Context: an optimization exercise on an open-source flow, tuned for small area, a short achievable clock period and few clock cycles. The choices shown serve that exercise and are no tape-out recipe.
In this exercise RTL edits were held to simulation tests only and were not proved equivalent to the original.
No activity file was given, so power comes from the tool's default toggle rates.

## lagoon
Design top, start of the top module:
module top (
	input		start,
	input		reset,
	input 	clk,
	input			load,
	input	[5:0]	load_addr,
	input	[7:0]	a_data,
	input	[7:0]	b_data,
	input	[5:0]	c_addr,
	output reg		done,
	output	[18:0]	c_data
	);
For scale: ~2,100 flip-flops, roughly 52 I/O pins.
clock: 7.0 ns
lec_check: 0
abc_area: 1
cap_margin: 20
core_margin: 2
core_utilization: 50
cts_cluster_diameter: 90
cts_cluster_size: 28
place_density: 0.64
setup_slack_margin: 1.5
slew_margin: 20
standard.sh (not shown) runs the stock make flow with config.mk's settings and CLKGATE_MAP_FILE= SYNTH_SCRIPT=/design/flow/synth_recipe.tcl, a recipe that flattens the netlist after the stock synthesis.
==> flow/flow/run.sh <==
#!/bin/bash
# The standard layout with two changes to how it is made:
#  - Yosys's synth runs without its early ABC pass (-noabc), which otherwise
#    remaps the compressor tree before extract_fa and leaves inverters between
#    the full-adder cells (the flow's later ABC pass still maps the rest);
#  - the port buffers that placement inserts on every input and output are
#    buf_4 cells instead of the delay cells buffer_ports picks by default.
# Everything else, from floorplan to the final DEF, is the standard flow.
set -euo pipefail
bash standard.sh SYNTH_ARGS=-noabc "BUFFER_PORTS_ARGS=-buffer_cell sky130_fd_sc_hd__buf_4" finish > standard_flow.log 2>&1
Testbench counts of lagoon, summed over its fixed seeds: cycles 3,680.
The inputs of onyx differ from those of lagoon as listed below.
Settings: CORE_UTILIZATION now 40, was 50; SETUP_SLACK_MARGIN now 1.0, was 1.5; PLACE_DENSITY no longer set, was 0.64.
Results
Summary of onyx over lagoon: global-route wire length before repair climbed about 1%, total power dropped 2.3%, count of endpoints failing setup in the final report barely changed. Compared with lagoon, onyx degrades total die area. Critical path depth was higher in the run labelled onyx.

========
== run A ==
top again, from the RTL that the note above started with.
==> flow/design.v (excerpt) <==
module top (
	input		start,
	input		reset,
	input 	clk,
	input			load,
	input	[5:0]	load_addr,
	input	[7:0]	a_data,
	input	[7:0]	b_data,
	input	[5:0]	c_addr,
	output reg		done,
	output	[18:0]	c_data
	);
	reg [7:0] wa [0:63];
	reg [7:0] wb [0:63];
	reg [7:0] xa [0:63];
	reg [7:0] xb [0:63];
	reg busy;
	integer n;
	always @(posedge clk) begin
		if (load) begin
			wa[load_addr] <= a_data;
			wb[load_addr] <= b_data;
		end
		if (start)
			for (n = 0; n < 64; n = n + 1) begin
				xa[n] <= wa[n];
				xb[n] <= wb[n];
			end
	end
	always @(posedge clk) begin
		if (reset) begin
			done <= 1'b0;
			busy <= 1'b0;
		end else if (start) begin
			done <= 1'b0;
			busy <= 1'b1;
		end else if (busy) begin
			done <= 1'b1;
			busy <= 1'b0;
		end
	end
	wire [2:0] k = c_addr[2:0];
	wire [2:0] j = c_addr[5:3];
	wire [7:0] ra0 = xa[{3'd0, k}], ra1 = xa[{3'd1, k}], ra2 = xa[{3'd2, k}], ra3 = xa[{3'd3, k}];
	wire [7:0] ra4 = xa[{3'd4, k}], ra5 = xa[{3'd5, k}], ra6 = xa[{3'd6, k}], ra7 = xa[{3'd7, k}];
	wire [7:0] rb0 = xb[{j, 3'd0}], rb1 = xb[{j, 3'd1}], rb2 = xb[{j, 3'd2}], rb3 = xb[{j, 3'd3}];
	wire [7:0] rb4 = xb[{j, 3'd4}], rb5 = xb[{j, 3'd5}], rb6 = xb[{j, 3'd6}], rb7 = xb[{j, 3'd7}];
	wire [8:0] pp0_0, pp0_1, pp0_2, pp0_3;
	wire [3:0] ng0;
	booth_row br0 (.a(ra0), .b(rb0), .p0(pp0_0), .p1(pp0_1), .p2(pp0_2), .p3(pp0_3), .ng(ng0));
	wire [8:0] pp1_0, pp1_1, pp1_2, pp1_3;
	wire [3:0] ng1;
	booth_row br1 (.a(ra1), .b(rb1), .p0(pp1_0), .p1(pp1_1), .p2(pp1_2), .p3(pp1_3), .ng(ng1));
  ...
export LEC_CHECK = 0
export ABC_AREA = 1
export CAP_MARGIN = 5
export CORE_MARGIN = 2
export CORE_UTILIZATION = 40
export CTS_CLUSTER_DIAMETER = 90
export CTS_CLUSTER_SIZE = 28
export SETUP_SLACK_MARGIN = 1.0
export SLEW_MARGIN = 5
create_clock -name core_clock -period 7.0 [get_ports {clk}]
==> flow/flow/run.sh <==
#!/bin/bash
# The standard layout, with Yosys's synth run without its early ABC pass
# (-noabc). That pass remaps the compressor tree before extract_fa and leaves
# inverters between the full-adder cells; the flow's own later ABC pass still
# maps all remaining logic. Everything else is the standard flow.
set -euo pipefail
bash standard.sh SYNTH_ARGS=-noabc finish > standard_flow.log 2>&1
Testbench counts of run A, summed over its fixed seeds: cycles 3,680.
#### Input delta (run B over run A)
Settings: PLACE_DENSITY: unset -> 0.68; SETUP_SLACK_MARGIN: 1.0 -> 2.0; CORE_UTILIZATION: 40 -> 55; SLEW_MARGIN: 5 -> 20; CAP_MARGIN: 5 -> 20.
==> flow/flow/run.sh <==
#!/bin/bash
# The standard layout with two changes to how it is made:
#  - Yosys's synth runs without its early ABC pass (-noabc), which otherwise
#    remaps the compressor tree before extract_fa and leaves inverters between
#    the full-adder cells (the flow's later ABC pass still maps the rest);
#  - the port buffers that placement inserts on every input and output are
#    buf_4 cells instead of the delay cells buffer_ports picks by default.
# Everything else, from floorplan to the final DEF, is the standard flow.
set -euo pipefail
bash standard.sh SYNTH_ARGS=-noabc "BUFFER_PORTS_ARGS=-buffer_cell sky130_fd_sc_hd__buf_4" finish > standard_flow.log 2>&1
Results
From run B to run A, mean area per synthesized cell did not move at all. Total number of cells along the worst setup path sits higher in run B than in run A. Relative to run A, maximum frequency increased by 10% in run B. For run B, the critical path startpoint was c_addr[5], unlike run A, where it was c_addr[0]. Compared with run A, the detailed router inserted more vias in run B.
Setup changes, run B to run C
Settings: swapping 2.0 for 1.2 in SETUP_SLACK_MARGIN.
### Flow results
- Between run B and run C, the flow reports via count decreasing by a few percent.
- Measured against each other, run C and run B differ in amount of wire on met2 after detailed routing, the lower figure coming from run C.
- Power share of the combinational group: lower on run C
- The instance area after placement on run B is in line with that on run C.
- In the metrics for run C and run B, the one carrying the higher share of the core filled with cells in the final layout is run B.
- Of run C and run B, the run reporting the lower hold slack was run B.
Modified inputs, run D compared to run C
Settings: removing ABC_AREA (formerly 1); removing CTS_CLUSTER_SIZE (formerly 28); changing SETUP_SLACK_MARGIN from 1.2 to 1.0; changing CORE_UTILIZATION from 55 to 40; removing PLACE_DENSITY (formerly 0.68); removing CTS_CLUSTER_DIAMETER (formerly 90).
==> flow/flow/run.sh <==
#!/bin/bash
# The standard layout, with Yosys's synth run without its early ABC pass
# (-noabc). That pass remaps the compressor tree before extract_fa and leaves
# inverters between the full-adder cells; the flow's own later ABC pass still
# maps all remaining logic. Everything else is the standard flow.
set -euo pipefail
bash standard.sh SYNTH_ARGS=-noabc finish > standard_flow.log 2>&1
Run D: all stages complete, timing, DRC and antenna checks passed. Run D vs. run C: area enclosed by the die boundary went up by 37%. Taking run C as the reference point, the number of clock buffers inserted by TritonCTS of run D rises by about 130%. Run D consumes more power than run C does. [run D vs run C] net switching power: higher in run D. Run D ended up with compound AO/OA/AOI/OAI gates as its dominant combinational cell family by area after synthesis; run C ended up with simple AND/OR/NAND/NOR gates. Compare run D and run C | clock period minus final worst setup slack lower: run C. Run D vs run C, fraction of power consumed by the clock network went up by 8.6 points. Part of the total power dissipated in combinational logic on run D is down relative to run C. Across both runs, mean area per synthesized cell was higher for run D than for run C.
## Diff of input files: run E against run D
Settings: a change of SETUP_SLACK_MARGIN from 1.0 to 1.5; an added CTS_CLUSTER_SIZE of 28; an added ABC_AREA of 1; an added PLACE_DENSITY of 0.68; an added CTS_CLUSTER_DIAMETER of 90; a change of CORE_UTILIZATION from 40 to 55.
==> flow/flow/run.sh <==
#!/bin/bash
# The standard layout with two changes to how it is made:
#  - Yosys's synth runs without its early ABC pass (-noabc), which otherwise
#    remaps the compressor tree before extract_fa and leaves inverters between
#    the full-adder cells (the flow's later ABC pass still maps the rest);
#  - the port buffers that placement inserts on every input and output are
#    buf_4 cells instead of the delay cells buffer_ports picks by default.
# Everything else, from floorplan to the final DEF, is the standard flow.
set -euo pipefail
bash standard.sh SYNTH_ARGS=-noabc "BUFFER_PORTS_ARGS=-buffer_cell sky130_fd_sc_hd__buf_4" finish > standard_flow.log 2>&1
### Flow results
Delta (run E minus run D): number of max-cap violations about even, number of antenna violations at the first check in global routing shows a reduction of 8. As of run E, horizontal extent of the die had fallen by more than 10% compared to run D. Run E drops more vias than run D. Run E vs. run D: share of total power in sequential cells rose by 5.3 points, wire length of the first global-routing pass went down by 6.1%, count of clock-buffer cells in the layout went down, wire length shrank by 21000 um. Diff run D -> run E: setup slack higher, worst clock skew went up.

-- afterwards: timing with drivers on the ports --
No port has a modelled driver above. Below, the same layouts with a new extraction and two added sets of constraints. Step 1 assumes that a clkbuf_16 drives the clock port and a buf_2 every other input. Step 2 adds t to the input delays and takes it off the output delays; t is the mean of the earliest and latest rising clock arrival at the registers after step 1. Input paths then give back, and output paths get back, about the clock's delay inside the block. Three values: no drivers, after step 1, after step 2; two values: the first two.
run | t, ns | setup WS [ns] | worst hold slack (ns) | latest minus earliest clock arrival (ns) | worst register clock-pin slew, ns
lagoon | 0.832 | 1.528 / 1.567 / 0.735 | 0.401 / 0.401 / 0.401 | 0.042 / 0.042 | 0.11 / 0.11
onyx | 0.844 | 1.115 / 1.117 / 0.274 | 0.395 / 0.395 / 0.395 | 0.073 / 0.073 | 0.11 / 0.11
run A | 0.851 | 1.114 / 1.129 / 0.278 | 0.389 / 0.389 / 0.389 | 0.059 / 0.059 | 0.11 / 0.11
run B | 0.834 | 1.652 / 1.534 / 0.700 | 0.396 / 0.396 / 0.396 | 0.071 / 0.071 | 0.11 / 0.11
run C | 0.824 | 1.282 / 1.336 / 0.513 | 0.410 / 0.410 / 0.410 | 0.050 / 0.049 | 0.11 / 0.11
run D | 0.927 | 0.956 / 0.966 / 0.039 | 0.390 / 0.390 / 0.390 | 0.045 / 0.045 | 0.09 / 0.09
run E | 0.817 | 1.559 / 1.523 / 0.767 | 0.409 / 0.409 / 0.409 | 0.053 / 0.053 | 0.11 / 0.11
After both steps every run listed still meets setup and hold. The setup slack of run B, which loses most, moves by -0.118 ns with the drivers and by -0.952 ns with both steps.
